This is an optimization exercise on Yosys and OpenROAD, whose aim is small area, a short achievable clock period and few clock cycles, not a production implementation. Function was not checked in any run shown here: the RTL went through the layout flow alone. No activity file was given, so power comes from the tool's default toggle rates.

**flow/design.v**
```verilog
package calc_pkg;
    typedef struct packed {
        logic on;
        logic off;
        logic mem_rc;
        logic mem_sub;
        logic mem_add;
        logic op_percent;
        logic op_sqrt;
        logic op_div;
        logic op_mul;
        logic op_sub;
        logic op_add;
        logic op_eq;
        logic dot;
        logic num_1;
        logic num_2;
        logic num_3;
        logic num_4;
        logic num_5;
        logic num_6;
        logic num_7;
        logic num_8;
        logic num_9;
        logic num_0;
    } buttons_t;
    typedef enum logic [4:0] {
        B_NONE,          
        B_ON,            
        B_OFF,           
        B_MEM_RC,        
        B_MEM_SUB,       
        B_MEM_ADD,       
        B_OP_PERCENT,    
        B_OP_SQRT,       
        B_OP_DIV,        
        B_OP_MUL,        
        B_OP_SUB,        
        B_OP_ADD,        
        B_OP_EQ,         
        B_DOT,           
        B_NUM_1,         
        B_NUM_2,         
        B_NUM_3,         
        B_NUM_4,         
        B_NUM_5,         
        B_NUM_6,         
        B_NUM_7,         
        B_NUM_8,         
        B_NUM_9,         
        B_NUM_0,         
        B_UNKNOWN        
    } active_button_t;
    function automatic logic isNumberButton(active_button_t active_button);
        isNumberButton = ((active_button >= calc_pkg::B_NUM_1) && (active_button <= calc_pkg::B_NUM_0));
    endfunction
    function automatic logic isOpButton(active_button_t active_button);
        isOpButton = ((active_button >= calc_pkg::B_OP_DIV) && (active_button <= calc_pkg::B_OP_ADD));
    endfunction
    function automatic logic isEqButton(active_button_t active_button);
        isEqButton = (active_button == calc_pkg::B_OP_EQ);
    endfunction
    function automatic logic isDotButton(active_button_t active_button);
        isDotButton = (active_button == calc_pkg::B_DOT);
    endfunction
    typedef logic [3:0] bcd_t;
    function automatic logic [6:0] bcd2segments(bcd_t bcd);
        unique case (bcd)
            4'd0: bcd2segments = 7'b1111110;
            4'd1: bcd2segments = 7'b0110000;
            4'd2: bcd2segments = 7'b1101101;
            4'd3: bcd2segments = 7'b1111001;
            4'd4: bcd2segments = 7'b0110011;
            4'd5: bcd2segments = 7'b1011011;
            4'd6: bcd2segments = 7'b1011111;
            4'd7: bcd2segments = 7'b1110000;
            4'd8: bcd2segments = 7'b1111111;
            4'd9: bcd2segments = 7'b1111011;
            default: bcd2segments = 7'bxxxxxxx;
        endcase
    endfunction
    typedef enum logic [1:0] {
        OP_NONE,
        OP_ADD,
        OP_MUL,
        OP_DIV
    } op_t;
    function automatic op_t button2op(active_button_t active_button);
        unique case (active_button)
            calc_pkg::B_OP_DIV: button2op = calc_pkg::OP_DIV;
            calc_pkg::B_OP_MUL: button2op = calc_pkg::OP_MUL;
            calc_pkg::B_OP_SUB: button2op = calc_pkg::OP_ADD;
            calc_pkg::B_OP_ADD: button2op = calc_pkg::OP_ADD;
            default: button2op = calc_pkg::OP_NONE;
        endcase
    endfunction
    function automatic bcd_t button2bcd(active_button_t active_button);
        unique case (active_button)
            calc_pkg::B_NUM_1: button2bcd = 1;
            calc_pkg::B_NUM_2: button2bcd = 2;
            calc_pkg::B_NUM_3: button2bcd = 3;
            calc_pkg::B_NUM_4: button2bcd = 4;
            calc_pkg::B_NUM_5: button2bcd = 5;
            calc_pkg::B_NUM_6: button2bcd = 6;
            calc_pkg::B_NUM_7: button2bcd = 7;
            calc_pkg::B_NUM_8: button2bcd = 8;
            calc_pkg::B_NUM_9: button2bcd = 9;
            calc_pkg::B_NUM_0: button2bcd = 0;
            default: button2bcd = 0;
        endcase
    endfunction
    parameter NumDigits = 8;
    typedef logic unsigned [$clog2(NumDigits)-1:0] exponent_t;
    typedef struct packed {
        logic error;
        logic sign;
        exponent_t exponent;
        bcd_t [NumDigits-1:0] significand;
    } num_t;
    function automatic num_t neg(num_t num);
        neg = num;
        neg.sign = !num.sign;
    endfunction
endpackage
module alu_add (
    input   logic           clk_i,
    input   logic           rst_i,
    input   logic [36:0]    left_i,      
    input   logic [36:0]    right_i,     
    output  logic           in_ready_o,
    input   logic           in_valid_i,
    output  logic [36:0]    result_o,    
    input   logic           out_ready_i,
    output  logic           out_valid_o
);
function automatic logic [3:0] c9(input logic [3:0] y, input logic en);
    c9 = {en ? ~(y[3] | y[2] | y[1]) : y[3], y[2] ^ (en & y[1]), y[1], y[0] ^ en};
endfunction
function automatic logic [3:0] dinc(input logic [3:0] r, input logic c);
    dinc = c ? {(r[3] & ~r[0]) | (r[2] & r[1] & r[0]), r[2] ^ (r[1] & r[0]), (r[1] ^ r[0]) & ~r[3], ~r[0]} : r;
endfunction
logic [31:0] sa, sb, big, sml, sml_sh;
logic [2:0]  ea, eb, er, d;
logic        ga, gb, a_ge, g_big, g_sml, sub;
assign sa = left_i[31:0];
assign sb = right_i[31:0];
assign ea = left_i[34:32];
assign eb = right_i[34:32];
assign ga = left_i[35];
assign gb = right_i[35];
assign a_ge   = (ea >= eb);
assign d      = a_ge ? (ea - eb) : (eb - ea);
assign er     = a_ge ? ea : eb;
assign big    = a_ge ? sa : sb;
assign sml    = a_ge ? sb : sa;
assign g_big  = a_ge ? ga : gb;
assign g_sml  = a_ge ? gb : ga;
assign sub    = ga ^ gb;
assign sml_sh = sml >> {d, 2'b00};
logic [3:0] r0 [8];
logic [4:0] z  [8];
logic [7:0] g, p;
always_comb begin
    for (int i = 0; i < 8; i++) begin
        z[i] = 5'(big[4*i +: 4]) + 5'(c9(sml_sh[4*i +: 4], sub));
        g[i] = z[i][4] | (z[i][3] & (z[i][2] | z[i][1]));
        p[i] = ~z[i][4] & z[i][3] & ~z[i][2] & ~z[i][1] & z[i][0];
        r0[i] = g[i] ? {z[i][3] ^ (z[i][2] | z[i][1]), ~(z[i][2] ^ z[i][1]), ~z[i][1], z[i][0]} : z[i][3:0];
    end
end
logic [8:0] c0, c1;
logic [7:0] gg [4];
logic [7:0] pp [4];
always_comb begin
    gg[0] = g; pp[0] = p;
    for (int l = 0; l < 3; l++) begin
        for (int i = 0; i < 8; i++) begin
            if (i >= (1 << l)) begin
                gg[l+1][i] = gg[l][i] | (pp[l][i] & gg[l][i - (1 << l)]);
                pp[l+1][i] = pp[l][i] & pp[l][i - (1 << l)];
            end else begin
                gg[l+1][i] = gg[l][i];
                pp[l+1][i] = pp[l][i];
            end
        end
    end
    c0[0] = 1'b0;
    c1[0] = 1'b1;
    for (int i = 0; i < 8; i++) begin
        c0[i+1] = gg[3][i];
        c1[i+1] = gg[3][i] | pp[3][i];
    end
end
logic        cy, inc;
logic [31:0] s;
assign cy  = c0[8];
assign inc = sub & cy;
always_comb
    for (int i = 0; i < 8; i++)
        s[4*i +: 4] = dinc(r0[i], c0[i] | (inc & c1[i]));
logic        valid_q;
logic [31:0] s_q;
logic [2:0]  er_q;
logic        sgn_q, cy_q, sub_q;
assign in_ready_o  = !valid_q || out_ready_i;
assign out_valid_o = valid_q;
always_ff @(posedge clk_i) begin
    if (rst_i)
        valid_q <= 1'b0;
    else if (in_ready_o)
        valid_q <= in_valid_i;
end
always_ff @(posedge clk_i) begin
    if (in_ready_o) begin
        s_q   <= s;
        er_q  <= er;
        sgn_q <= sub ? (cy ? g_big : g_sml) : ga;
        cy_q  <= cy;
        sub_q <= sub;
    end
end
logic        neg, shr;
logic [31:0] m;
assign neg = sub_q & ~cy_q;
assign shr = ~sub_q & cy_q;
always_comb
    for (int i = 0; i < 8; i++)
        m[4*i +: 4] = c9(s_q[4*i +: 4], neg);
logic [31:0] n4, n2, n1;
logic [2:0]  e4, e2, e1;
always_comb begin
    n4 = m; e4 = er_q;
    if (er_q[2] && m[31:16] == 16'd0) begin
        n4 = {m[15:0], 16'd0};
        e4 = {1'b0, er_q[1:0]};
    end
    n2 = n4; e2 = e4;
    if (e4 >= 3'd2 && n4[31:24] == 8'd0) begin
        n2 = {n4[23:0], 8'd0};
        e2 = e4 - 3'd2;
    end
    n1 = n2; e1 = e2;
    if (e2 != 3'd0 && n2[31:28] == 4'd0) begin
        n1 = {n2[27:0], 4'd0};
        e1 = e2 - 3'd1;
    end
end
assign result_o = shr ? {er_q == 3'd7, sgn_q, er_q + 3'd1, 4'd1, m[31:4]}
                      : {1'b0, sgn_q & (m != 32'd0), e1, n1};
endmodule
```
**flow/flow/run.sh**
```bash
#!/bin/bash
# Standard ORFS layout, with ports buffered by buf_1 cells instead of clkdlybuf4s50_1.
set -euo pipefail
bash standard.sh 'BUFFER_PORTS_ARGS=-buffer_cell sky130_fd_sc_hd__buf_1' finish > standard.log 2>&1
```
**flow/standard.sh**
```bash
#!/bin/bash
# synth_recipe.tcl (not shown) runs the flow's synth.tcl, then flattens the netlist and writes it again
# the make line also repeats each setting of config.mk as NAME=value (left out here)
make -C /OpenROAD-flow-scripts/flow DESIGN_CONFIG=/design/flow/config.mk WORK_HOME=/design/flow/orfs CLKGATE_MAP_FILE= SYNTH_SCRIPT=/design/flow/synth_recipe.tcl "${@:-finish}"
```
**flow/config.mk**
```make
export PLATFORM = sky130hd
export DESIGN_NAME = alu_add
export DESIGN_NICKNAME = alu_add
export VERILOG_FILES = /design/flow/design.v
export SDC_FILE = /design/flow/constraint.sdc
export NUM_CORES = 4
export LEC_CHECK = 0
export ABC_CLOCK_PERIOD_IN_PS = 6000
export CAP_MARGIN = 20
export CORE_MARGIN = 2
export CORE_UTILIZATION = 40
export SLEW_MARGIN = 20
```
**flow/constraint.sdc**
```tcl
create_clock -name core_clock -period 10.0 [get_ports {clk_i}]
set_input_delay 2.0000 -clock core_clock [delete_from_list [all_inputs] [get_ports {clk_i}]]
set_output_delay 2.0000 -clock core_clock [all_outputs]
set_load 0.01 [all_outputs]
```
==> run notes, run 1 <==
ANT cells 0; leakage between 0.003 and 0.004 uW; CTS tree yes; DIE WIDTH between 100 and 150 um; DRT Pass-1 Iters 5; Worst EP arrival between 8 and 9 ns; drc violations 0; Util after Layout between 40% and 50%; Final Hold Violating Endpoints 0; FF+latch count, synth 39; Die Ht between 100 and 150 um; Setup WS pre-CTS approximately 1.0 ns; Detail Placement HPWL 18100 um; top_reg_cell synth edfxtp_1; final setup TNS 0 ns; Root Driver clkbuf_16; area of the multi-input gates between 6000 and 7000 um2; Post-layout nets 1213; Clock Power Share 6.6%; Comb power frac 76.9%; Final period util 86.4%; die area ~21000 um2; number of antenna violations at the first check in global routing 0; TritonCTS Buffers 5; Worst Path Required 10.02 ns; clk slew on worst S/H paths ~0.060 ns; Design Area, Final 8810 um2; H-tree depth 2; Switching Share 51.3%; Starting Density ~41%; Hold Buf Count CTS 0; WL/cell 17.1 um; site row count 51; Slew HR 39.0%; first-pass GRT wire length roughly 37000 um; Unique masters post-synth 93; Vias/cell between 5 and 6; Max VDD drop between 0.0001 and 0.00015 V; Longest Clk Path Bufs 2; status complete, no violations; vias ~7600; # IOs ~120; Synth async-reset ratio 0%; Synth warnings 5; Max Cap Viol 0; r2r setup slk about 8.7 ns; Setup CP Type in -> reg; Setup WS post-layout ~1.4 ns; Max Clock Freq 116 MHz; layout cell share with drive strength beyond 1 under 10%; RSZ-0062 raised after global routing false; Synth-to-Final Area Change 10.2%; DRT iter0 DRCs 522; internal power between 1000 and 1500 uW; grt ovf 0; total global-route track usage 20.9%; NetSw about 1600 uW; core area between 15000 and 20000 um2; Hold WS 1.13 ns; setup violators final 0; register area 1160 um2; Cell Area, Synth 7990 um2; HP Class reg -> reg; Sink Count 39; number of synthesized flops with an enable pin 38; Mapped Nets around 1100; routed wire length ~23000 um; Pins Over Slew Limit 0; vias in the first global route about 7000; Placer Congestion 0.926; ANT nets after route 0; Port-buffer cells between 100 and 150; highest fanout seen on the critical path 37; CTS resizes 0; register area share after synthesis between 10% and 20%; Fillers between 2000 and 2500; Clk Latency, worst-skew pair approximately 0.28 ns; Pwr Density 345 nW/um2; Seq pwr share roughly 17%; Crit. End Element flop; largest net degree at the start of global routing roughly 40; worst slew pin tran 0.915 ns; placed cell areas ~8600 um2; Synth Area per Inst roughly 8.2 um2; startpoint types input port; clock skew between 0.005 and 0.006 ns; minimum clock period between 8 and 9 ns; Mapped Cells 978; Setup Fix Bufs, Post-CTS 0
-- cells in the final DEF, fill, tap and decap left out, drive strengths merged, types with 38 or more instances in the layout --
cell type,Yosys,final
mux2,41,41
inv,43,43
xnor2,49,49
nor2,68,68
a21oi,60,60
ha,67,67
mux2i,90,90
nand2,112,112
o21ai,40,40
edfxtp,38,38
buf,27,131
-- synth_stat cells, types with 17 or more instances --
cell type / number / area, um2
a21o_1: 25 / 188
a21oi_1: 59 / 295
clkbuf_1: 30 / 113
edfxtp_1: 38 / 1140
ha_1: 67 / 838
inv_1: 42 / 158
mux2_2: 39 / 439
mux2i_1: 90 / 901
nand2_1: 111 / 417
nand2b_1: 17 / 106
nand3_1: 21 / 105
nor2_1: 66 / 248
nor3_1: 26 / 130
o21ai_0: 36 / 180
xnor2_1: 49 / 429
xor2_1: 25 / 219
-- critical path: stages --
cell,delay [ns]
buf_1,0.10
inv_1,0.06
ha_1,0.30
nand2b_1,0.15
a21o_1,0.20
a21oi_4,0.15
buf_4,0.23
mux2_2,0.65
nor2_1,0.11
a21oi_1,0.21
nor2_1,0.08
xnor2_1,0.13
ha_1,0.23
fa_1,0.43
xnor2_1,0.36
ha_1,0.21
inv_1,0.04
ha_1,0.18
a211oi_2,0.59
o41ai_1,0.22
a311o_1,0.40
a21boi_1,0.40
a21oi_1,0.23
o21ai_1,0.44
nor3_1,0.11
nor3_1,0.31
mux2i_1,0.12
-- metal layers --
| layer | part of all wire, % | global-route usage (%) |
|---|---|---|
| met5 | 0 | 0 |
| met4 | 3.4 | 8.09 |
| met3 | 6.2 | 1.41 |
| met2 | 44 | 33.3 |
| met1 | 46 | 29.6 |
-- state kept, by name, indices dropped and copies added, names as in the netlist --
register  cells
s_q          32
er_q          3
cy_q          1
sgn_q         1
sub_q         1
valid_q       1
-- power groups by stage --
stage,registers [uW],clock network (uW),logic [uW]
detailed placement,500,0,2310
finish,503,200,2340
CTS,497,203,2330
global placement,498,0,2280
floorplan,402,0,1860
global route,513,211,2630
-- path summary, 6_finish.rpt --
kind                          end                 start  depth (start not counted)
max             s_q[29]$_DFFE_PP_            left_i[32]                         27
min          valid_q$_SDFFE_PP0P_  valid_q$_SDFFE_PP0P_                          2
max reg2reg     er_q[2]$_DFFE_PP_  valid_q$_SDFFE_PP0P_                          1
min reg2reg  valid_q$_SDFFE_PP0P_  valid_q$_SDFFE_PP0P_                          2
-- kinds of logic (layout without fill, tap and decap cells) --
family | after synthesis | in the layout | synth area share [%]
multiplexers | 135 | 135 | 18.2
AO/OA/AOI/OAI | 232 | 232 | 20.7
AND/OR/NAND/NOR | 320 | 320 | 19.8
adder cells (fa/ha/maj) | 77 | 77 | 13.0
flip-flops | 39 | 39 | 14.5
buffers and inverters | 101 | 182 | 5.70
XOR/XNOR | 74 | 74 | 8.11
-- layout make-up --
type,instances,area share [%]
multi-input cells,838,72.8
inverters,43,1.83
clock buffers,6,1.46
flip-flops and latches,39,13.2
repair buffers,131,6.31
clock inverters,2,0.682
well taps,265,3.76
-- metrics by stage --
stage	cells	power [uW]
floorplan	978	2260
global route	1324	3350
detailed placement	1316	2810
CTS	1324	3030
finish	1324	3040
global placement	1316	2780
==> run 2, diff against run 1 <==
--- a/flow/config.mk
+++ b/flow/config.mk
@@ -6,7 +6,7 @@
 export NUM_CORES = 4
 export LEC_CHECK = 0
-export ABC_CLOCK_PERIOD_IN_PS = 6000
 export CAP_MARGIN = 20
 export CORE_MARGIN = 2
 export CORE_UTILIZATION = 40
+export SETUP_SLACK_MARGIN = 2
 export SLEW_MARGIN = 20
==> run 2 against run 1 <==
Compared with the run above: synthesized area is the same; combinational power grew 7%; clock-buffer cell count is the same; design area grew 4.2%; worst hold slack gained 0.016 ns; clock skew grew 0.0013 ns; routed wire length grew 3.0%; fmax grew 13%; register-to-register slack lost 0.02 ns; critical path depth grew 2; synthesized cell count is the same; first-iteration DRC count shrank 4.8%; critical path type unchanged; critical endpoint is now s_q[30]$_DFFE_PP_; largest cell class unchanged; highest routed layer unchanged.
==> run notes, run 2 <==
status complete, no violations (unchanged); mux contribution to synthesized area 18.2% (unchanged); Post-synth top cells nand2_1 (111), mux2i_1 (90), ha_1 (67), nor2_1 (66), a21oi_1 (59) (unchanged); Largest regs s_q: 32 flops, er_q: 3 flops (unchanged); CP max stage cell fa_1 (was mux2_2); max reg flops 32 (unchanged); drc violations 0 (unchanged); crit path launch left_i[32] (unchanged); reg-to-reg startpoint valid_q$_SDFFE_PP0P_ (unchanged); Hold Buf Count CTS 0 (unchanged); routed wire length 23300 um (was 22600 um); Worst EP arrival 7.66 ns (was 8.67 ns); Worst Path Required 10.03 ns (was 10.02 ns); post-synthesis simple-gate area fraction 19.8% (unchanged); total global-route track usage 21.2% (was 20.9%); Mapped Nets 1133 (unchanged); Root Driver clkbuf_16 (unchanged); final setup TNS 0 ns (unchanged); DIE WIDTH 145 um (unchanged); post-synthesis compound-gate area fraction 20.7% (unchanged); Pwr Density 349 nW/um2 (was 345 nW/um2); startpoint types input port (unchanged); site row count 51 (unchanged); grt ovf 0 (unchanged); setup violators final 0 (unchanged); most common cell after layout, fill and taps aside buf_1 (unchanged); Starting Density 40.9% (unchanged); first-pass GRT wire length 36800 um (was 36500 um); post-synthesis xor/xnor area fraction 8.11% (unchanged); largest net degree at the start of global routing 49 (was 41); Sink Count 39 (unchanged); Die Ht 145 um (unchanged); Crit. End Element flop (unchanged); DRT Pass-1 Iters 5 (unchanged); minimum clock period 7.63 ns (was 8.64 ns); core area 19500 um2 (unchanged); Max VDD drop 0.000118 V (was 0.000130 V); Cell Area, Synth 7990 um2 (unchanged); Placer Congestion 0.914 (was 0.926); clk slew on worst S/H paths 0.06 ns (about the same); Synth warnings 5 (unchanged); vias in the first global route 6963 (was 6975); count leader, synth nand2_1 (unchanged); leakage 0.00385 uW (was 0.00370 uW); Fillers 2006 (was 2003); WL/cell 17.4 um (was 17.1 um); Clk Latency, worst-skew pair 0.28 ns (about the same); Synth-to-Final Area Change 14.8% (was 10.2%); Synth async-reset ratio 0% (unchanged); Worst path most repeated cell ha_1 (unchanged); Util after Layout 47.0% (was 45.1%); CP endpoint s_q[30]$_DFFE_PP_ (was s_q[29]$_DFFE_PP_); H-tree depth 2 (unchanged); ANT nets after route 0 (unchanged); Adder-Cell Fraction of Synth Area 13.0% (unchanged); DRT iter0 DRCs 497 (was 522); Pins Over Slew Limit 0 (unchanged); layout cell share with drive strength beyond 1 13.4% (was 9.73%); Final Hold Violating Endpoints 0 (unchanged); worst slew pin tran 0.921 ns (was 0.915 ns); Final period util 76.3% (was 86.4%); Worst path max stage delay 0.43 ns (was 0.65 ns); Slew HR 38.6% (was 39.0%); Max Clock Freq 131 MHz (was 116 MHz); RSZ-0062 raised after global routing false (unchanged); top_reg_cell synth edfxtp_1 (unchanged); top cell type's share of synthesized area 14.3% (unchanged); HP Class reg -> reg (unchanged); Detail Placement HPWL 18100 um (about the same); Reg2Reg Depth 1 (unchanged); Post-layout nets 1231 (was 1213); dpl cells 1311 (was 1316); Mapped Cells 978 (unchanged); Max Cap Viol 0 (unchanged); Vias/cell 5.71 (about the same); FF+latch count, synth 39 (unchanged); clock skew 0.00674 ns (was 0.00543 ns); area of the multi-input gates 6600 um2 (was 6410 um2); highest fanout seen on the critical path 11 (was 37); register area 1160 um2 (unchanged); number of antenna violations at the first check in global routing 0 (unchanged); Longest Clk Path Bufs 2 (unchanged); TritonCTS Buffers 5 (unchanged); r2r setup slk 8.64 ns (was 8.66 ns); register area share after synthesis 14.5% (unchanged); PnR Total Power 3210 uW (was 3040 uW); area leader, netlist edfxtp_1 (unchanged); number of synthesized flops with an enable pin 38 (unchanged); vias 7663 (was 7560); Worst R2R End s_q[25]$_DFFE_PP_ (was er_q[2]$_DFFE_PP_); # IOs 117 (unchanged); Area contributors post-synth edfxtp_1 (14%), mux2i_1 (11%), ha_1 (10%), mux2_2 (5.5%), xnor2_1 (5.4%) (unchanged); Reg with most FFs s_q (unchanged); largest family of logic cells by synthesized area compound AO/OA/AOI/OAI gates (unchanged); Port-buffer cells 114 (unchanged); Setup CP Type in -> reg (unchanged); most frequent cells in the layout buf_1 (114), nand2_1 (111), mux2i_1 (86) (was buf_1 (114), nand2_1 (111), mux2i_1 (90)); die area 21100 um2 (unchanged); CTS tree yes (unchanged); Unique masters post-synth 93 (unchanged); Synth Area per Inst 8.17 um2 (unchanged); fin cells 1342 (was 1324); ANT cells 0 (unchanged); Hold WS 1.15 ns (was 1.13 ns)
==> run 2: final cells by class <==
cell class              instances  share of cell area [%]
flip-flops and latches         39                    12.7
clock buffers                   6                    1.40
clock inverters                 2                   0.654
multi-input cells             840                    71.9
well taps                     265                    3.61
repair buffers                147                    7.99
inverters                      43                    1.76
==> run 2: per-stage QoR <==
stage / setup WS, ns / instance area, um2
2_1_floorplan: 2.01 / 8040
3_3_place_gp: 0.995 / 8630
3_5_place_dp: 0.930 / 8630
4_1_cts: 2.01 / 8930
5_1_grt: 1.96 / 9180
6_report: 2.37 / 9180
==> run 2: repair_timing <==
| action | in CTS | in global routing |
|---|---|---|
| cloned | 0 | 3 |
| pin swaps | 4 | 4 |
| gates resized for setup | 6 | 26 |
| endpoints found under the setup margin | 34 | 53 |
| buffers inserted | 9 | 11 |
==> run 2: routing by layer <==
metal / share of wire, % / vias up / track usage [%]
met4: 3.1 / 0 / 7.06
met5: 0 / - / 0
met2: 45 / 290 / 34.4
met1: 46 / 3534 / 29.8
li1: - / 3796 / -
met3: 5.8 / 43 / 1.60
==> run 2: cells by family after synthesis <==
family	Yosys count
simple gates	320
buf+inv	101
flops	39
compound gates	232
fa+ha+maj	77
mux	135
xor+xnor	74
==> run 2: power breakdown <==
group / switching (uW) / internal, uW / total, uW
combinational: 1420 / 1080 / 2500
sequential: 154 / 349 / 503
clock: 58.9 / 143 / 202
total: 1630 / 1580 / 3210
==> run 2: worst min path at each step <==
stage | from | end | slack (ns) | cells after the start
after CTS | valid_q$_SDFFE_PP0P_ | valid_q$_SDFFE_PP0P_ | 1.17 | 2
after detailed placement | valid_q$_SDFFE_PP0P_ | valid_q$_SDFFE_PP0P_ | 1.16 | 2
after global placement | valid_q$_SDFFE_PP0P_ | valid_q$_SDFFE_PP0P_ | 1.14 | 2
after global routing | valid_q$_SDFFE_PP0P_ | valid_q$_SDFFE_PP0P_ | 1.27 | 2
after floorplan | valid_q$_SDFFE_PP0P_ | valid_q$_SDFFE_PP0P_ | 1.48 | 2
final | valid_q$_SDFFE_PP0P_ | valid_q$_SDFFE_PP0P_ | 1.15 | 2
==> run 2: worst max-delay path: cells and delay by family <==
kind	cells	cell delay (ns)
xor gates and xnor gates	3	0.48
buffers and inverters	6	0.68
AOI/OAI and AO/OA	9	2.03
and+or+nand+nor	3	0.34
muxes	3	0.78
adders and majority gates	5	1.34
==> run 3, diff against run 2 <==
--- a/flow/config.mk
+++ b/flow/config.mk
@@ -9,4 +9,4 @@
 export CORE_MARGIN = 2
 export CORE_UTILIZATION = 40
-export SETUP_SLACK_MARGIN = 2
+export SETUP_SLACK_MARGIN = 3.5
 export SLEW_MARGIN = 20
==> run 3 against run 2 <==
Compared with the run above: still clean on timing, DRC and antenna; sequential share of layout area fell by 2.8 points; final cell count rose by 10%; synthesized cell count unchanged; non-clock buffer count grew 134; critical path depth shrank 4; critical path type unchanged; largest cell class unchanged; largest power group unchanged.
==> run notes, run 3 <==
clock skew 0.00391 ns (was 0.00674 ns); Sink Count 39 (unchanged); Final period util 71.1% (was 76.3%); CTS tree yes (unchanged); FF+latch count, synth 39 (unchanged); WL/cell 19.0 um (was 17.4 um); Worst EP arrival 7.13 ns (was 7.66 ns); DRT iter0 DRCs 539 (was 497); Synth Area per Inst 8.17 um2 (unchanged); ANT cells 0 (unchanged); status complete, no violations (unchanged); area leader, netlist edfxtp_1 (unchanged); Synth warnings 5 (unchanged); RSZ-0062 raised after global routing true (was false); DIE WIDTH 145 um (unchanged); Synth-to-Final Area Change 47.5% (was 14.8%); # IOs 117 (unchanged); Max Cap Viol 0 (unchanged); number of antenna violations at the first check in global routing 0 (unchanged); Clk Latency, worst-skew pair 0.28 ns (about the same); Starting Density 40.9% (unchanged); top_reg_cell synth edfxtp_1 (unchanged); top cell type's share of synthesized area 14.3% (unchanged); Largest regs s_q: 32 flops, er_q: 3 flops (unchanged); most common cell after layout, fill and taps aside buf_4 (was buf_1); Setup WS post-layout 2.89 ns (was 2.37 ns); Mapped Nets 1133 (unchanged); largest net degree at the start of global routing 41 (was 49); Unique masters post-synth 93 (unchanged); count leader, synth nand2_1 (unchanged); most frequent cells in the layout buf_4 (120), nand2_1 (95), buf_1 (80) (was buf_1 (114), nand2_1 (111), mux2i_1 (86)); Die Ht 145 um (unchanged); Setup CP Type in -> reg (unchanged); drc violations 0 (unchanged); grt ovf 0 (unchanged); first-pass GRT wire length 41300 um (was 36800 um); Worst Path Required 10.03 ns (about the same); routed wire length 28100 um (was 23300 um); Cell Area, Synth 7990 um2 (unchanged); minimum clock period 7.11 ns (was 7.63 ns); Area contributors post-synth edfxtp_1 (14%), mux2i_1 (11%), ha_1 (10%), mux2_2 (5.5%), xnor2_1 (5.4%) (unchanged); vias 8668 (was 7663); H-tree depth 2 (unchanged); Pins Over Slew Limit 0 (unchanged); setup violators final 0 (unchanged); Hold Buf Count CTS 0 (unchanged); Post-layout nets 1367 (was 1231); clk slew on worst S/H paths 0.05 ns (was 0.06 ns); Setup WS pre-CTS 1.15 ns (was 0.930 ns); Port-buffer cells 114 (unchanged); Mapped Cells 978 (unchanged); Longest Clk Path Bufs 2 (unchanged); max reg flops 32 (unchanged); ANT nets after route 0 (unchanged); TritonCTS Buffers 5 (unchanged); Synth async-reset ratio 0% (unchanged); HP Class reg -> reg (unchanged); site row count 51 (unchanged); die area 21100 um2 (unchanged); Vias/cell 5.86 (was 5.71); layout cell share with drive strength beyond 1 39.8% (was 13.4%); Root Driver clkbuf_16 (unchanged); Final Hold Violating Endpoints 0 (unchanged); Slew HR 31.1% (was 38.6%); final setup TNS 0 ns (unchanged); DRT Pass-1 Iters 5 (unchanged); Max VDD drop 0.000172 V (was 0.000118 V); register area share after synthesis 14.5% (unchanged); Crit. End Element flop (unchanged); Placer Congestion 0.932 (was 0.914); total global-route track usage 23.7% (was 21.2%); core area 19500 um2 (unchanged); worst slew pin tran 1.03 ns (was 0.921 ns); Post-synth top cells nand2_1 (111), mux2i_1 (90), ha_1 (67), nor2_1 (66), a21oi_1 (59) (unchanged); leakage 0.00492 uW (was 0.00385 uW); startpoint types input port (unchanged); highest fanout seen on the critical path 8 (was 11); number of synthesized flops with an enable pin 38 (unchanged); Detail Placement HPWL 18100 um (about the same); Pwr Density 361 nW/um2 (was 349 nW/um2); Max Clock Freq 141 MHz (was 131 MHz); Reg with most FFs s_q (unchanged); vias in the first global route 8009 (was 6963)
==> run 3: cell types whose count changed in the layout (fill, tap and decap cells not counted), moves of 14 or more <==
cell	before	now
mux2i_1	86	59
ha_1	67	44
buf_2	0	27
ha_2	0	16
mux2i_2	4	18
buf_6	2	29
nand2_2	1	15
buf_1	114	80
nand2_1	111	95
buf_4	28	120
==> run 3: kinds of logic after synthesis <==
logic type	synth area share (%)
AOI/OAI and AO/OA	20.7
adders and majority gates	13.0
muxes	18.2
DFF	14.5
xor gates and xnor gates	8.11
buffers and inverters	5.70
and+or+nand+nor	19.8
==> run 3: metrics by stage <==
| stage | utilization, % | area [um2] | power [uW] | hold WS [ns] | std cells |
|---|---|---|---|---|---|
| finish | 60.4 | 11800 | 4260 | 1.15 | 1478 |
| global route | 60.4 | 11800 | 4560 | 1.30 | 1478 |
| CTS | 54.3 | 10600 | 3650 | 1.19 | 1414 |
| detailed placement | 45.1 | 8800 | 2940 | 1.18 | 1313 |
| global placement | 45.1 | 8800 | 2910 | 1.14 | 1313 |
| floorplan | - | 8280 | 2410 | 1.48 | 978 |
==> run 3: critical path: stages <==
cell and delay, ns:
buf_8 0.10, inv_6 0.05, ha_4 0.19, nand2b_4 0.13, a21o_1 0.20, a21oi_4 0.14
buf_12 0.17, mux2i_4 0.31, buf_6 0.15, xor2_4 0.20, buf_6 0.16, nand2_1 0.07
a31oi_1 0.32, xnor2_1 0.16, ha_1 0.24, fa_2 0.40, a21o_1 0.18, a21o_1 0.26
and4b_2 0.32, and4_1 0.24, o2111ai_4 0.16, a21oi_4 0.28, nor2_4 0.09, o31ai_4 0.27
mux2_4 0.32
==> run 3: final timing paths <==
path / depth (start not counted) / end / startpoint / slack (ns)
hold / removal: 2 / valid_q$_SDFFE_PP0P_ / valid_q$_SDFFE_PP0P_ / 1.15
setup / recovery: 25 / s_q[17]$_DFFE_PP_ / left_i[32] / 2.89
setup reg to reg: 1 / s_q[29]$_DFFE_PP_ / valid_q$_SDFFE_PP0P_ / 8.65
hold reg to reg: 2 / valid_q$_SDFFE_PP0P_ / valid_q$_SDFFE_PP0P_ / 1.15
==> run 3: metal layers <==
metal	vias up	share of wire, %	track usage [%]
met3	110	6.1	2.29
met5	-	0	0
met4	0	5.1	9.41
met1	4070	41	30.4
met2	418	48	41.1
li1	4070	-	-
==> run 3: area by class of cell <==
class / instances / area [um2]
multi-input cells: 841 / 7780
fillers: 1646 / 7740
repair buffers: 281 / 2130
flip-flops and latches: 39 / 1160
well taps: 265 / 332
inverters: 43 / 179
clock buffers: 6 / 129
clock inverters: 2 / 60.1
repair inverters: 1 / 11.3
==> run 3: repair_timing <==
action	in CTS	in global routing
buffers inserted	83	62
endpoints found under the setup margin	69	69
gates resized for setup	153	204
pin swaps	62	85
cloned	10	2
==> run 3: report_power, final <==
| part | leakage [uW] | internal, uW | switching, uW | total, uW |
|---|---|---|---|---|
| combinational | 0.00442 | 1740 | 1830 | 3570 |
| clock | 0.0000911 | 143 | 56.3 | 199 |
| sequential | 0.000408 | 349 | 143 | 492 |
| total | 0.00492 | 2230 | 2030 | 4260 |
==> run 4, diff against run 3 <==
--- a/flow/config.mk
+++ b/flow/config.mk
@@ -6,7 +6,8 @@
 export NUM_CORES = 4
 export LEC_CHECK = 0
+export ABC_CLOCK_PERIOD_IN_PS = 6000
 export CAP_MARGIN = 20
 export CORE_MARGIN = 2
 export CORE_UTILIZATION = 40
-export SETUP_SLACK_MARGIN = 3.5
+export SETUP_SLACK_MARGIN = 3
 export SLEW_MARGIN = 20
==> run 4 against run 3 <==
Compared with the run above: utilization is 5.5 points lower; non-clock buffer count is 52 lower; register-to-register slack better by 0.18 ns; sequential share of layout area rose by 0.98 points; synthesized area stayed put; sequential power shrank 1%; design area down 9.1%; global-route usage down 0.44 points; combinational power is 15% lower; clock skew is 0.0015 ns higher; critical path type unchanged; critical endpoint unchanged.
==> run notes, run 4 <==
status complete, no violations (unchanged); site row count 51 (unchanged); ANT nets after route 0 (unchanged); Max VDD drop 0.000133 V (was 0.000172 V); Hold WS 0.889 ns (was 1.15 ns); Root Driver clkbuf_16 (unchanged); Vias/cell 5.73 (was 5.86); clk slew on worst S/H paths 0.06 ns (was 0.05 ns); Synth-to-Final Area Change 34.1% (was 47.5%); Worst path max stage delay 0.32 ns (was 0.40 ns); Die Ht 145 um (unchanged); Slew HR 39.5% (was 31.1%); r2r setup slk 8.83 ns (was 8.65 ns); Pwr Density 345 nW/um2 (was 361 nW/um2); CP max stage cell mux2_4 (was fa_2); Final period util 69.6% (was 71.1%); total global-route track usage 23.3% (was 23.7%); Design Area, Final 10700 um2 (was 11800 um2); DRT Pass-1 Iters 4 (was 5); largest net degree at the start of global routing 41 (unchanged); Cell Area, Synth 7990 um2 (unchanged); worst slew pin tran 0.908 ns (was 1.03 ns); startpoint types input port (unchanged); Synth async-reset ratio 0% (unchanged); highest fanout seen on the critical path 10 (was 8); Worst Path Required 10.03 ns (about the same); Fillers 1859 (was 1646); Detail Placement HPWL 18300 um (was 18100 um); Longest Clk Path Bufs 2 (unchanged); Crit. End Element flop (unchanged); die area 21100 um2 (unchanged); vias in the first global route 7630 (was 8009); top cell type's share of synthesized area 14.3% (unchanged); PnR Total Power 3690 uW (was 4260 uW); register area share after synthesis 14.5% (unchanged); drc violations 0 (unchanged); Clk Latency, worst-skew pair 0.28 ns (about the same); Post-layout nets 1314 (was 1367); Setup CP Type in -> reg (unchanged); Largest regs s_q: 32 flops, er_q: 3 flops (unchanged); setup violators final 0 (unchanged); Area contributors post-synth edfxtp_1 (14%), mux2i_1 (11%), ha_1 (10%), mux2_2 (5.5%), xnor2_1 (5.4%) (unchanged); max reg flops 32 (unchanged); Post-synth top cells nand2_1 (111), mux2i_1 (90), ha_1 (67), nor2_1 (66), a21oi_1 (59) (unchanged); Sink Count 39 (unchanged); Port-buffer cells 114 (unchanged); Mapped Nets 1133 (unchanged); vias 8171 (was 8668); most common cell after layout, fill and taps aside nand2_1 (was buf_4); DRT iter0 DRCs 522 (was 539); minimum clock period 6.96 ns (was 7.11 ns); number of synthesized flops with an enable pin 38 (unchanged); final setup TNS 0 ns (unchanged); clock skew 0.00536 ns (was 0.00391 ns); Hold Buf Count CTS 0 (unchanged); CTS tree yes (unchanged); Synth warnings 5 (unchanged); count leader, synth nand2_1 (unchanged); Worst EP arrival 6.99 ns (was 7.13 ns); Final Hold Violating Endpoints 0 (unchanged); Reg with most FFs s_q (unchanged); TritonCTS Buffers 5 (unchanged); Synth Area per Inst 8.17 um2 (unchanged); top_reg_cell synth edfxtp_1 (unchanged); DIE WIDTH 145 um (unchanged); grt ovf 0 (unchanged); Unique masters post-synth 93 (unchanged); ANT cells 0 (unchanged); most frequent cells in the layout nand2_1 (110), buf_1 (108), buf_4 (98) (was buf_4 (120), nand2_1 (95), buf_1 (80)); Reg2Reg Depth 2 (was 1); routed wire length 26000 um (was 28100 um); Placer Congestion 0.933 (was 0.932); leakage 0.00445 uW (was 0.00492 uW); Starting Density 40.9% (unchanged); RSZ-0062 raised after global routing true (unchanged); # IOs 117 (unchanged); Max Cap Viol 0 (unchanged); Mapped Cells 978 (unchanged); WL/cell 18.2 um (was 19.0 um); number of antenna violations at the first check in global routing 0 (unchanged); FF+latch count, synth 39 (unchanged); hold path depth 3 (was 2); Pins Over Slew Limit 0 (unchanged); first-pass GRT wire length 40300 um (was 41300 um); Max Clock Freq 144 MHz (was 141 MHz); HP Class reg -> reg (unchanged); placed cell areas 8800 um2 (about the same); core area 19500 um2 (unchanged); area leader, netlist edfxtp_1 (unchanged); H-tree depth 2 (unchanged); layout cell share with drive strength beyond 1 28.9% (was 39.8%)
## run 4: path summary, 6_finish.rpt
kind                             start              endpoint
setup / recovery           right_i[32]     s_q[17]$_DFFE_PP_
hold reg to reg   valid_q$_SDFFE_PP0P_  valid_q$_SDFFE_PP0P_
hold / removal    valid_q$_SDFFE_PP0P_  valid_q$_SDFFE_PP0P_
setup reg to reg  valid_q$_SDFFE_PP0P_     s_q[20]$_DFFE_PP_
## run 4: layout make-up
| cell class | instances | area, um2 | area share [%] |
|---|---|---|---|
| Multi-Input combinational cell | 841 | 7310 | 68.2 |
| Tap cell | 265 | 332 | 3.09 |
| Timing Repair Buffer | 229 | 1580 | 14.7 |
| Clock inverter | 3 | 43.8 | 0.409 |
| Inverter | 43 | 169 | 1.58 |
| Sequential cell | 39 | 1160 | 10.8 |
| Clock buffer | 5 | 125 | 1.17 |
## run 4: critical path: cells and delay by family
family / cells / cell delay (ns)
buffers and inverters: 5 / 0.73
xor gates and xnor gates: 1 / 0.21
and+or+nand+nor: 4 / 0.77
muxes: 4 / 0.99
AOI/OAI and AO/OA: 9 / 1.52
adders and majority gates: 3 / 0.75
## run 4: cells by family after synthesis
family,count (synthesis),synth area share (%)
AOI/OAI and AO/OA,232,20.7
DFF,39,14.5
muxes,135,18.2
adders and majority gates,77,13.0
xor gates and xnor gates,74,8.11
buffers and inverters,101,5.70
and+or+nand+nor,320,19.8
## run 4: power breakdown
part / internal, uW / switching (uW)
logic: 1420 / 1610
registers: 349 / 136
clock network: 117 / 57.5
total: 1890 / 1810
## run 4: metal layers
layer	GRT usage [%]	wire [um]	vias up	part of all wire, %
met4	10.8	1160	0	4.5
met1	30.6	11000	3792	42
met2	38.8	12300	335	47
li1	-	-	3964	-
met5	0	0	-	0
met3	2.19	1530	80	5.9
## run 4: timing repair
action | 4_1_cts | 5_1_grt
endpoints found under the setup margin | 69 | 68
gates resized for setup | 105 | 67
pin swaps | 27 | 42
gates cloned | 8 | 1
setup buffers | 51 | 44
## run 4: per-stage QoR
stage          utilization, %  std cells  setup WS [ns]
2_1_floorplan               -        978           2.74
3_5_place_dp             45.1       1313           1.26
3_3_place_gp             45.1       1313           1.27
6_report                 54.9       1425           3.04
5_1_grt                  54.9       1425           2.79
4_1_cts                  51.7       1380           2.98
==> run 5, diff against run 4 <==
--- a/flow/config.mk
+++ b/flow/config.mk
@@ -6,8 +6,8 @@
 export NUM_CORES = 4
 export LEC_CHECK = 0
-export ABC_CLOCK_PERIOD_IN_PS = 6000
+export ABC_AREA = 1
 export CAP_MARGIN = 20
 export CORE_MARGIN = 2
 export CORE_UTILIZATION = 40
-export SETUP_SLACK_MARGIN = 3
+export SETUP_SLACK_MARGIN = 2
 export SLEW_MARGIN = 20
==> run 5 against run 4 <==
Compared with the run above: combinational power shrank 14%; die area decreased by 0.56%; sequential power down 8.2%; clock-buffer cell count did not move; design area decreased by 17%; critical endpoint is now s_q[24]$_DFFE_PP_; largest power group unchanged.
==> run notes, run 5 <==
Synth-to-Final Area Change 11.4% (was 34.1%); Longest Clk Path Bufs 2 (unchanged); first-pass GRT wire length 38200 um (was 40300 um); Post-layout nets 1557 (was 1314); clk slew on worst S/H paths 0.06 ns (about the same); max reg flops 32 (unchanged); area leader, netlist nand2_1 (was edfxtp_1); number of synthesized flops with an enable pin 38 (unchanged); vias 8477 (was 8171); Worst path most repeated cell nand2_1; startpoint types input port (unchanged); ANT nets after route 0 (unchanged); Hold Buf Count CTS 0 (unchanged); Synth warnings 5 (unchanged); highest fanout seen on the critical path 23 (was 10); reg-to-reg startpoint valid_q$_SDFFE_PP0P_ (unchanged); DRT Pass-1 Iters 7 (was 4); Reg with most FFs s_q (unchanged); Final period util 74.9% (was 69.6%); total global-route track usage 21.9% (was 23.3%); leakage 0.00436 uW (was 0.00445 uW); Worst R2R End s_q[7]$_DFFE_PP_ (was s_q[20]$_DFFE_PP_); Util after Layout 45.5% (was 54.9%); Crit. End Element flop (unchanged); Worst EP arrival 7.52 ns (was 6.99 ns); Worst path max stage delay 0.37 ns (was 0.32 ns); TritonCTS Buffers 5 (unchanged); Setup CP Type in -> reg (unchanged); WL/cell 14.2 um (was 18.2 um); layout cell share with drive strength beyond 1 5.70% (was 28.9%); Max VDD drop 0.000126 V (was 0.000133 V); core area 19500 um2 (about the same); top_reg_cell synth edfxtp_1 (unchanged); Unique masters post-synth 48 (was 93); number of antenna violations at the first check in global routing 2 (was 0); worst slew pin tran 0.981 ns (was 0.908 ns); dpl cells 1648 (was 1313); DIE WIDTH 145 um (about the same); top cell type's share of synthesized area 18.7% (was 14.3%); Sink Count 39 (unchanged); HP Class reg -> reg (unchanged); largest net degree at the start of global routing 54 (was 41); Mapped Nets 1467 (was 1133); Area contributors post-synth nand2_1 (19%), edfxtp_1 (14%), ha_1 (11%), o21ai_0 (9.7%), inv_1 (8.2%) (was edfxtp_1 (14%), mux2i_1 (11%), ha_1 (10%), mux2_2 (5.5%), xnor2_1 (5.4%)); Die Ht 145 um (about the same); Setup WS pre-CTS 1.42 ns (was 1.26 ns); r2r setup slk 8.84 ns (was 8.83 ns); Cell Area, Synth 7950 um2 (was 7990 um2); final setup TNS 0 ns (unchanged); status complete, no violations (unchanged); register area share after synthesis 14.6% (was 14.5%); Post-synth top cells nand2_1 (396), inv_1 (174), o21ai_0 (154), nand3_1 (113), nor2_1 (71) (was nand2_1 (111), mux2i_1 (90), ha_1 (67), nor2_1 (66), a21oi_1 (59)); CP max stage cell nor2_1 (was mux2_4); clock skew 0.00835 ns (was 0.00536 ns); FF+latch count, synth 39 (unchanged); Pwr Density 362 nW/um2 (was 345 nW/um2); # IOs 117 (unchanged); Largest regs s_q: 32 flops, er_q: 3 flops (unchanged); Slew HR 34.6% (was 39.5%); count leader, synth nand2_1 (unchanged); Synth Area per Inst 6.06 um2 (was 8.17 um2); Mapped Cells 1312 (was 978); most frequent cells in the layout nand2_1 (394), inv_1 (172), o21ai_0 (149) (was nand2_1 (110), buf_1 (108), buf_4 (98)); setup violators final 0 (unchanged); hold endpoint valid_q$_SDFFE_PP0P_ (unchanged); Synth async-reset ratio 0% (unchanged); RSZ-0062 raised after global routing false (was true); routed wire length 23700 um (was 26000 um); Placer Congestion 0.965 (was 0.933); Port-buffer cells 114 (unchanged); Pins Over Slew Limit 0 (unchanged); grt ovf 0 (unchanged); area of the multi-input gates 5910 um2 (was 7310 um2); register area 1160 um2 (unchanged); Worst Path Required 10.03 ns (about the same); most common cell after layout, fill and taps aside nand2_1 (unchanged); PnR Total Power 3210 uW (was 3690 uW); CTS tree yes (unchanged); drc violations 0 (unchanged); H-tree depth 2 (unchanged); Clk Latency, worst-skew pair 0.28 ns (about the same); Root Driver clkbuf_16 (unchanged); vias in the first global route 7732 (was 7630); site row count 51 (unchanged); Detail Placement HPWL 19300 um (was 18300 um); Max Cap Viol 0 (unchanged); hold path startpoint valid_q$_SDFFE_PP0P_ (unchanged); Reg2Reg Depth 2 (unchanged); Vias/cell 5.08 (was 5.73); die area 21000 um2 (was 21100 um2); Fillers 2141 (was 1859); Setup WS post-layout 2.51 ns (was 3.04 ns); Final Hold Violating Endpoints 0 (unchanged); DRT iter0 DRCs 452 (was 522); minimum clock period 7.49 ns (was 6.96 ns); Starting Density 40.8% (was 40.9%); hold path depth 3 (unchanged); fin cells 1669 (was 1425); Max Clock Freq 134 MHz (was 144 MHz)
[run 5: cell count changes after synthesis, sizes merged, moves of 31 or more]
| cell | before | now |
|---|---|---|
| nand2 | 112 | 407 |
| o21ai | 40 | 169 |
| nand3 | 21 | 116 |
| inv | 43 | 178 |
| mux2 | 41 | 1 |
| xnor2 | 49 | 18 |
| mux2i | 90 | 4 |
[run 5: logic make-up after synthesis]
group	count (synthesis)	share of synthesized area, %
and+or+nand+nor	647	35.8
DFF	39	14.6
adders and majority gates	77	13.1
AOI/OAI and AO/OA	243	16.8
muxes	5	0.646
xor gates and xnor gates	66	7.28
buffers and inverters	235	11.8
[run 5: worst max-delay path by stage]
stage,start,endpoint,slack (ns)
6_report,left_i[33],s_q[24]$_DFFE_PP_,2.51
5_1_grt,left_i[33],s_q[30]$_DFFE_PP_,2.00
4_1_cts,left_i[33],s_q[24]$_DFFE_PP_,2.20
3_5_place_dp,left_i[33],s_q[29]$_DFFE_PP_,1.42
3_3_place_gp,left_i[33],s_q[29]$_DFFE_PP_,1.49
2_1_floorplan,left_i[32],s_q[29]$_DFFE_PP_,2.92
[run 5: through the flow]
step	hold WS (ns)	area (um2)
floorplan	1.40	7950
global placement	0.850	8550
detailed placement	0.865	8550
CTS	0.882	8710
global route	0.945	8850
finish	0.861	8850
[run 5: where the power goes]
group,leakage (uW),total (uW),internal [uW],switching (uW)
combinational,0.00389,2610,930,1680
clock,0.0000658,151,91.6,59.5
sequential,0.000410,445,361,84.0
total,0.00436,3210,1380,1820
[run 5: layer usage]
metal | vias up | global-route usage [%] | wire length (um)
met2 | 213 | 39.1 | 11300
met4 | 2 | 5.50 | 393
met5 | - | 0 | 13
met1 | 3755 | 28.8 | 10900
met3 | 27 | 1.48 | 1040
li1 | 4480 | - | -
[run 5: final cells by class]
class / instances / share of cell area [%]
Antenna cell: 1 / 0.0283
Clock buffer: 5 / 1.41
Clock inverter: 3 / 0.226
Inverter: 179 / 7.71
Multi-Input combinational cell: 1039 / 66.8
Sequential cell: 39 / 13.1
Tap cell: 265 / 3.75
Timing Repair Buffer: 138 / 6.96
[run 5: worst max-delay path, delay by kind of cell]
family / cells / cell delay, ns
AND/OR/NAND/NOR: 13 / 1.94
buffers and inverters: 9 / 1.35
XOR/XNOR: 3 / 0.58
adder cells (fa/ha/maj): 3 / 0.75
AO/OA/AOI/OAI: 5 / 0.87
[run 5: what timing repair did]
| item | 4_1_cts | 5_1_grt |
|---|---|---|
| pin swaps | 0 | 2 |
| gates cloned | 0 | 1 |
| resized for setup | 4 | 13 |
| hold endpoints to repair | 0 | 0 |
| setup endpoints to repair | 17 | 32 |
| setup buffers | 0 | 11 |
==> run 6, diff against run 5 <==
--- a/flow/config.mk
+++ b/flow/config.mk
@@ -6,5 +6,5 @@
 export NUM_CORES = 4
 export LEC_CHECK = 0
-export ABC_AREA = 1
+export ABC_CLOCK_PERIOD_IN_PS = 7000
 export CAP_MARGIN = 20
 export CORE_MARGIN = 2
==> run 6 against run 5 <==
Compared with the run above: fmax shrank 1.9%; clock skew fell by 0.0016 ns; register-to-register slack worse by 0.20 ns; non-clock buffer count is 9 higher; synthesized cell count shrank 25%; largest power group unchanged.
==> run notes, run 6 <==
status complete, no violations (unchanged); RSZ-0062 raised after global routing false (unchanged); most frequent cells in the layout buf_1 (114), nand2_1 (111), mux2i_1 (86) (was nand2_1 (394), inv_1 (172), o21ai_0 (149)); Worst Path Required 10.03 ns (about the same); Max Clock Freq 131 MHz (was 134 MHz); Worst path max stage delay 0.43 ns (was 0.37 ns); minimum clock period 7.63 ns (was 7.49 ns); Vias/cell 5.71 (was 5.08); Longest Clk Path Bufs 2 (unchanged); startpoint types input port (unchanged); Sink Count 39 (unchanged); Slew HR 38.6% (was 34.6%); FF+latch count, synth 39 (unchanged); Final period util 76.3% (was 74.9%); r2r setup slk 8.64 ns (was 8.84 ns); Hold WS 1.15 ns (was 0.861 ns); Max Cap Viol 0 (unchanged); Worst R2R End s_q[25]$_DFFE_PP_ (was s_q[7]$_DFFE_PP_); Reg2Reg Depth 1 (was 2); register area share after synthesis 14.5% (was 14.6%); Post-layout nets 1231 (was 1557); Max VDD drop 0.000118 V (was 0.000126 V); number of synthesized flops with an enable pin 38 (unchanged); Starting Density 40.9% (was 40.8%); Setup WS pre-CTS 0.930 ns (was 1.42 ns); CP max stage cell fa_1 (was nor2_1); vias in the first global route 6963 (was 7732); WL/cell 17.4 um (was 14.2 um); clk slew on worst S/H paths 0.06 ns (about the same); reg-to-reg startpoint valid_q$_SDFFE_PP0P_ (unchanged); Largest regs s_q: 32 flops, er_q: 3 flops (unchanged); Clk Latency, worst-skew pair 0.28 ns (about the same); setup violators final 0 (unchanged); site row count 51 (unchanged); Crit. End Element flop (unchanged); count leader, synth nand2_1 (unchanged); grt ovf 0 (unchanged); vias 7663 (was 8477); Detail Placement HPWL 18100 um (was 19300 um); PnR Total Power 3210 uW (about the same); H-tree depth 2 (unchanged); hold endpoint valid_q$_SDFFE_PP0P_ (unchanged); Synth warnings 5 (unchanged); Synth-to-Final Area Change 14.8% (was 11.4%); Cell Area, Synth 7990 um2 (was 7950 um2); Setup CP Type in -> reg (unchanged); area leader, netlist edfxtp_1 (was nand2_1); Critical path buffers and inverters 6 (was 9); Mapped Nets 1133 (was 1467); Area contributors post-synth edfxtp_1 (14%), mux2i_1 (11%), ha_1 (10%), mux2_2 (5.5%), xnor2_1 (5.4%) (was nand2_1 (19%), edfxtp_1 (14%), ha_1 (11%), o21ai_0 (9.7%), inv_1 (8.2%)); Root Driver clkbuf_16 (unchanged); clock skew 0.00674 ns (was 0.00835 ns); placed cell areas 8630 um2 (was 8550 um2); Synth async-reset ratio 0% (unchanged); max reg flops 32 (unchanged); die area 21100 um2 (was 21000 um2); DIE WIDTH 145 um (about the same); Pwr Density 349 nW/um2 (was 362 nW/um2); Worst path most repeated cell ha_1 (was nand2_1); TritonCTS Buffers 5 (unchanged); Pins Over Slew Limit 0 (unchanged); HP Class reg -> reg (unchanged); Mapped Cells 978 (was 1312); layout cell share with drive strength beyond 1 13.4% (was 5.70%); drc violations 0 (unchanged); Worst EP arrival 7.66 ns (was 7.52 ns); top_reg_cell synth edfxtp_1 (unchanged); leakage 0.00385 uW (was 0.00436 uW); ANT nets after route 0 (unchanged); Die Ht 145 um (about the same); hold path depth 2 (was 3); worst slew pin tran 0.921 ns (was 0.981 ns); hold path startpoint valid_q$_SDFFE_PP0P_ (unchanged); Port-buffer cells 114 (unchanged); Setup WS post-layout 2.37 ns (was 2.51 ns); Synth Area per Inst 8.17 um2 (was 6.06 um2); number of cells on the critical path 29 (was 33); DRT iter0 DRCs 497 (was 452); top cell type's share of synthesized area 14.3% (was 18.7%); Reg with most FFs s_q (unchanged); Worst path top cell family by delay compound AO/OA/AOI/OAI gates (was simple AND/OR/NAND/NOR gates); Final Hold Violating Endpoints 0 (unchanged); Unique masters post-synth 93 (was 48); Design Area, Final 9180 um2 (was 8850 um2); ANT cells 0 (was 1); largest net degree at the start of global routing 49 (was 54); core area 19500 um2 (about the same); highest fanout seen on the critical path 11 (was 23); # IOs 117 (unchanged); Placer Congestion 0.914 (was 0.965); CTS tree yes (unchanged); number of antenna violations at the first check in global routing 0 (was 2); DRT Pass-1 Iters 5 (was 7); final setup TNS 0 ns (unchanged); most common cell after layout, fill and taps aside buf_1 (was nand2_1); Post-synth top cells nand2_1 (111), mux2i_1 (90), ha_1 (67), nor2_1 (66), a21oi_1 (59) (was nand2_1 (396), inv_1 (174), o21ai_0 (154), nand3_1 (113), nor2_1 (71)); total global-route track usage 21.2% (was 21.9%); routed wire length 23300 um (was 23700 um); first-pass GRT wire length 36800 um (was 38200 um)
[run 6: cell count changes after synthesis, sizes merged, moves of 40 or more]
cell	delta
nand2	-295
nand3	-95
mux2i	+86
mux2	+40
o21ai	-129
inv	-135
[run 6: layout make-up]
| type | count | area [um2] |
|---|---|---|
| Fill cell | 2006 | 10300 |
| Multi-Input combinational cell | 840 | 6600 |
| Sequential cell | 39 | 1160 |
| Timing Repair Buffer | 147 | 733 |
| Tap cell | 265 | 332 |
| Inverter | 43 | 161 |
| Clock buffer | 6 | 129 |
| Clock inverter | 2 | 60.1 |
[run 6: how the worst max path moves through the flow]
stage	startpoint	end	slack, ns
3_3_place_gp	left_i[32]	s_q[29]$_DFFE_PP_	1.0
4_1_cts	left_i[32]	s_q[17]$_DFFE_PP_	2.01
3_5_place_dp	left_i[32]	s_q[29]$_DFFE_PP_	0.93
2_1_floorplan	left_i[32]	s_q[9]$_DFFE_PP_	2.01
5_1_grt	left_i[32]	s_q[30]$_DFFE_PP_	1.96
6_report	left_i[32]	s_q[30]$_DFFE_PP_	2.37
[run 6: cells by family after synthesis]
group | Yosys count | synth area share (%)
mux | 135 | 18.2
simple gates | 320 | 19.8
buf+inv | 101 | 5.70
compound gates | 232 | 20.7
fa+ha+maj | 77 | 13.0
xor+xnor | 74 | 8.11
flops | 39 | 14.5
[run 6: routing by layer]
metal,track usage (%),routed length [um],up-vias
li1,-,-,3796
met1,29.8,10800,3534
met2,34.4,10400,290
met3,1.60,1340,43
met4,7.06,727,0
met5,0,0,-
[run 6: report_power, final]
group          total, uW  switching (uW)  internal [uW]
registers            503             154            349
clock network        202            58.9            143
logic               2500            1420           1080
total               3210            1630           1580
[run 6: per-stage QoR]
stage          utilization (%)  std cells
2_1_floorplan                -        978
3_3_place_gp              44.2       1311
3_5_place_dp              44.2       1311
4_1_cts                   45.7       1328
5_1_grt                   47.0       1342
6_report                  47.0       1342
[run 6: repair_timing]
item / 4_1_cts / 5_1_grt
gates cloned: 0 / 3
hold buffers: 0 / 0
endpoints found under the setup margin: 34 / 53
resized for setup: 6 / 26
pin swaps: 4 / 4
setup buffers: 9 / 11
==> run 7, diff against run 6 <==
--- a/flow/design.v
+++ b/flow/design.v
@@ -221,30 +221,32 @@
 end
 logic        neg, shr;
-logic [31:0] m;
-assign neg = sub_q & ~cy_q;
-assign shr = ~sub_q & cy_q;
-always_comb
+logic [7:0]  zd;         
+logic [8:1]  kt;         
+logic [7:0]  lzt;        
+logic [2:0]  k;
+logic [31:0] h4, h2, h1, m;
+logic [3:0]  fill;
+assign neg  = sub_q & ~cy_q;
+assign shr  = ~sub_q & cy_q;
+assign fill = {neg, 2'b00, neg};
+always_comb begin
     for (int i = 0; i < 8; i++)
-        m[4*i +: 4] = c9(s_q[4*i +: 4], neg);
-logic [31:0] n4, n2, n1;
-logic [2:0]  e4, e2, e1;
-always_comb begin
-    n4 = m; e4 = er_q;
-    if (er_q[2] && m[31:16] == 16'd0) begin
-        n4 = {m[15:0], 16'd0};
-        e4 = {1'b0, er_q[1:0]};
-    end
-    n2 = n4; e2 = e4;
-    if (e4 >= 3'd2 && n4[31:24] == 8'd0) begin
-        n2 = {n4[23:0], 8'd0};
-        e2 = e4 - 3'd2;
-    end
-    n1 = n2; e1 = e2;
-    if (e2 != 3'd0 && n2[31:28] == 4'd0) begin
-        n1 = {n2[27:0], 4'd0};
-        e1 = e2 - 3'd1;
-    end
-end
-assign result_o = shr ? {er_q == 3'd7, sgn_q, er_q + 3'd1, 4'd1, m[31:4]}
-                      : {1'b0, sgn_q & (m != 32'd0), e1, n1};
+        zd[i] = (s_q[4*i +: 4] == fill);
+    lzt[0] = 1'b1;
+    for (int j = 1; j <= 7; j++) begin
+        lzt[j] = lzt[j-1] & zd[8-j];
+        kt[j] = lzt[j] && (er_q >= 3'(j));
+    end
+    kt[8] = 1'b0;
+    k[2] = kt[4];
+    k[1] = kt[6] | (kt[2] & ~kt[4]);
+    k[0] = kt[7] | (kt[5] & ~kt[6]) | (kt[3] & ~kt[4]) | (kt[1] & ~kt[2]);
+    h4 = k[2] ? {s_q[15:0], {4{fill}}} : s_q;
+    h2 = k[1] ? {h4[23:0], {2{fill}}} : h4;
+    h1 = k[0] ? {h2[27:0], fill} : h2;
+    for (int i = 0; i < 8; i++)
+        m[4*i +: 4] = c9(h1[4*i +: 4], neg);
+end
+assign result_o = shr ? {er_q == 3'd7, sgn_q, er_q + 3'd1, 4'd1, s_q[31:4]}
+                      : {1'b0, sgn_q & ~(&zd), er_q - k, m};
 endmodule
--- a/flow/config.mk
+++ b/flow/config.mk
@@ -6,5 +6,4 @@
 export NUM_CORES = 4
 export LEC_CHECK = 0
-export ABC_CLOCK_PERIOD_IN_PS = 7000
 export CAP_MARGIN = 20
 export CORE_MARGIN = 2
==> run 7 against run 6 <==
Compared with the run above: sequential share of layout area shrank 0.25 points; design area grew 2.0%; utilization shrank 0.87 points; clock power shrank 14%; fmax shrank 0.34%; via count grew 3.2%; critical endpoint is now s_q[27]$_DFFE_PP_; sequential power shrank 4%; routed wire length grew 1.3%; clock skew shrank 0.0030 ns; worst setup slack lost 0.026 ns; largest cell class unchanged; critical path depth is the same; sequential cell count is the same.
==> run notes, run 7 <==
Clk Latency, worst-skew pair 0.27 ns (was 0.28 ns); Max Clock Freq 131 MHz (about the same); clock skew 0.00375 ns (was 0.00674 ns); register area share after synthesis 14.0% (was 14.5%); ANT nets after route 0 (unchanged); Max Cap Viol 0 (unchanged); Synth async-reset ratio 0% (unchanged); Util after Layout 46.1% (was 47.0%); largest net degree at the start of global routing 47 (was 49); Detail Placement HPWL 19200 um (was 18100 um); site row count 52 (was 51); Design Area, Final 9370 um2 (was 9180 um2); Setup CP Type in -> reg (unchanged); DRT iter0 DRCs 459 (was 497); # IOs 117 (unchanged); Starting Density 40.8% (was 40.9%); Worst path most repeated cell mux2i_1 (was ha_1); setup violators final 0 (unchanged); DRT Pass-1 Iters 7 (was 5); final setup TNS 0 ns (unchanged); Root Driver clkbuf_16 (unchanged); ANT cells 0 (unchanged); status complete, no violations (unchanged); number of synthesized flops with an enable pin 38 (unchanged); TritonCTS Buffers 5 (unchanged); Vias/cell 5.76 (was 5.71); Unique masters post-synth 81 (was 93); Pwr Density 336 nW/um2 (was 349 nW/um2); Longest Clk Path Bufs 2 (unchanged); Crit. End Element flop (unchanged); top cell type's share of synthesized area 13.8% (was 14.3%); top_reg_cell synth edfxtp_1 (unchanged); count leader, synth nand2_1 (unchanged); Reg with most FFs s_q (unchanged); core area 20300 um2 (was 19500 um2); Mapped Nets 1168 (was 1133); Post-layout nets 1254 (was 1231); Synth warnings 5 (unchanged); HP Class reg -> reg (unchanged); CTS tree yes (unchanged); Port-buffer cells 114 (unchanged); r2r setup slk 8.84 ns (was 8.64 ns); Cell Area, Synth 8280 um2 (was 7990 um2); vias in the first global route 7219 (was 6963); number of antenna violations at the first check in global routing 0 (unchanged); Mapped Cells 1016 (was 978); clk slew on worst S/H paths 0.06 ns (about the same); vias 7905 (was 7663); Worst Path Required 10.01 ns (was 10.03 ns); placed cell areas 8940 um2 (was 8630 um2); minimum clock period 7.66 ns (was 7.63 ns); CP max stage cell fa_1 (unchanged); Largest regs s_q: 32 flops, er_q: 3 flops (unchanged); Max VDD drop 0.000153 V (was 0.000118 V); Worst path max stage delay 0.56 ns (was 0.43 ns); Sink Count 39 (unchanged); DIE WIDTH 148 um (was 145 um); RSZ-0062 raised after global routing true (was false); most frequent cells in the layout buf_1 (114), nand2_1 (112), mux2i_1 (81) (was buf_1 (114), nand2_1 (111), mux2i_1 (86)); area leader, netlist edfxtp_1 (unchanged); total global-route track usage 21.3% (was 21.2%); Die Ht 148 um (was 145 um); Fillers 2126 (was 2006); die area 21900 um2 (was 21100 um2); Synth Area per Inst 8.15 um2 (was 8.17 um2); Synth-to-Final Area Change 13.2% (was 14.8%); Post-synth top cells nand2_1 (112), mux2i_1 (87), nor2_1 (67), a21oi_1 (64), ha_1 (63) (was nand2_1 (111), mux2i_1 (90), ha_1 (67), nor2_1 (66), a21oi_1 (59)); Slew HR 43.9% (was 38.6%); leakage 0.00381 uW (was 0.00385 uW); grt ovf 0 (unchanged); WL/cell 17.2 um (was 17.4 um); first-pass GRT wire length 38100 um (was 36800 um); Worst EP arrival 7.67 ns (was 7.66 ns); Pins Over Slew Limit 0 (unchanged); max reg flops 32 (unchanged); FF+latch count, synth 39 (unchanged); worst slew pin tran 0.841 ns (was 0.921 ns); H-tree depth 2 (unchanged); Area contributors post-synth edfxtp_1 (14%), mux2i_1 (11%), ha_1 (9.5%), mux2_2 (6.7%), nand2_1 (5.1%) (was edfxtp_1 (14%), mux2i_1 (11%), ha_1 (10%), mux2_2 (5.5%), xnor2_1 (5.4%)); Final Hold Violating Endpoints 0 (unchanged); routed wire length 23600 um (was 23300 um); highest fanout seen on the critical path 46 (was 11); startpoint types input port (unchanged); drc violations 0 (unchanged); Placer Congestion 0.951 (was 0.914); most common cell after layout, fill and taps aside buf_1 (unchanged); Final period util 76.6% (was 76.3%); layout cell share with drive strength beyond 1 13.1% (was 13.4%)
-- run 7: metrics by stage --
stage,cells,total power (uW),hold slack [ns],setup WS [ns]
floorplan,1016,2290,1.48,2.06
detailed placement,1353,2840,0.895,1.21
global placement,1353,2820,0.877,1.26
finish,1373,3140,0.885,2.34
CTS,1366,3050,0.910,2.05
global route,1373,3460,0.952,1.94
-- run 7: cells by family after synthesis --
logic type,Yosys count,synth area share [%]
XOR/XNOR,64,6.77
AND/OR/NAND/NOR,344,20.9
flip-flops,39,14.0
AO/OA/AOI/OAI,237,19.3
multiplexers,152,21.5
adder cells (fa/ha/maj),74,12.2
buffers and inverters,106,5.32
-- run 7: metal layers --
metal  GRT usage, %  share of wire, %  up-vias
met5              0                 0        -
met4           5.95               2.4        0
met3           1.70               5.1       35
met2           35.0                45      253
met1           30.2                47     3670
li1               -                 -     3947
-- run 7: report_power, final --
| group | internal, uW | leakage, uW | total (uW) | switching [uW] |
|---|---|---|---|---|
| Combinational | 1070 | 0.00332 | 2490 | 1410 |
| Sequential | 347 | 0.000408 | 484 | 137 |
| Clock | 116 | 0.0000812 | 173 | 56.8 |
-- run 7: final cells by class --
class	count	area [um2]	area share [%]
Clock buffer	5	125	1.34
Clock inverter	3	38.8	0.414
Inverter	47	176	1.88
Multi-Input combinational cell	871	6880	73.5
Sequential cell	39	1160	12.4
Tap cell	270	338	3.61
Timing Repair Buffer	138	646	6.89
-- run 7: critical path: cells and delay by family --
kind,cells,cell delay [ns]
adder cells (fa/ha/maj),5,1.43
AO/OA/AOI/OAI,8,1.84
multiplexers,4,0.83
XOR/XNOR,1,0.15
buffers and inverters,8,0.98
AND/OR/NAND/NOR,3,0.45
-- run 7: worst paths after layout --
kind         cells after the start                 start                end
max reg2reg                      2  valid_q$_SDFFE_PP0P_  s_q[23]$_DFFE_PP_
max                             29            left_i[32]  s_q[27]$_DFFE_PP_
min                              2  valid_q$_SDFFE_PP0P_   s_q[2]$_DFFE_PP_
min reg2reg                      2  valid_q$_SDFFE_PP0P_   s_q[2]$_DFFE_PP_
-- run 7: repair_timing --
item                                   CTS  global route
endpoints found under the hold margin    0             0
pin swaps                                1             6
resized for setup                        2            22
buffers inserted                         5             7
setup endpoints to repair               14            23
hold buffers                             0             0

## re-timing with driven ports
Ports are ideal in the flow. The routed layouts listed here were re-timed in OpenROAD.
Step 1 assumes that a clkbuf_16 drives the clock port and a buf_2 every other input.
Step 2 adds t to the input delays and takes it off the output delays; t is the mean of the earliest and latest rising clock arrival at the registers after step 1. Input paths then give back, and output paths get back, about the clock's delay inside the block.
a / b / c = no drivers / after step 1 / after step 2; a / b = the first two.
| run | t, ns | setup WS [ns] | worst slew at a driven data input, ns | cell pins on the clock port's net |
|---|---|---|---|---|
| run 1 | 0.320 | 1.356 / 1.372 / 1.052 | 0.05 | 1 |
| run 2 | 0.317 | 2.368 / 2.380 / 2.064 | 0.04 | 1 |
| run 3 | 0.309 | 2.894 / 2.884 / 2.575 | 0.05 | 1 |
| run 4 | 0.314 | 3.039 / 3.031 / 2.717 | 0.05 | 1 |
| run 5 | 0.315 | 2.510 / 2.475 / 2.160 | 0.07 | 1 |
| run 6 | 0.317 | 2.368 / 2.380 / 2.064 | 0.04 | 1 |
| run 7 | 0.308 | 2.342 / 2.355 / 2.047 | 0.04 | 1 |
After both steps every run listed still meets setup and hold. For run 5, which loses most, drivers alone change the setup slack by -0.035 ns; drivers and shift together by -0.350 ns.
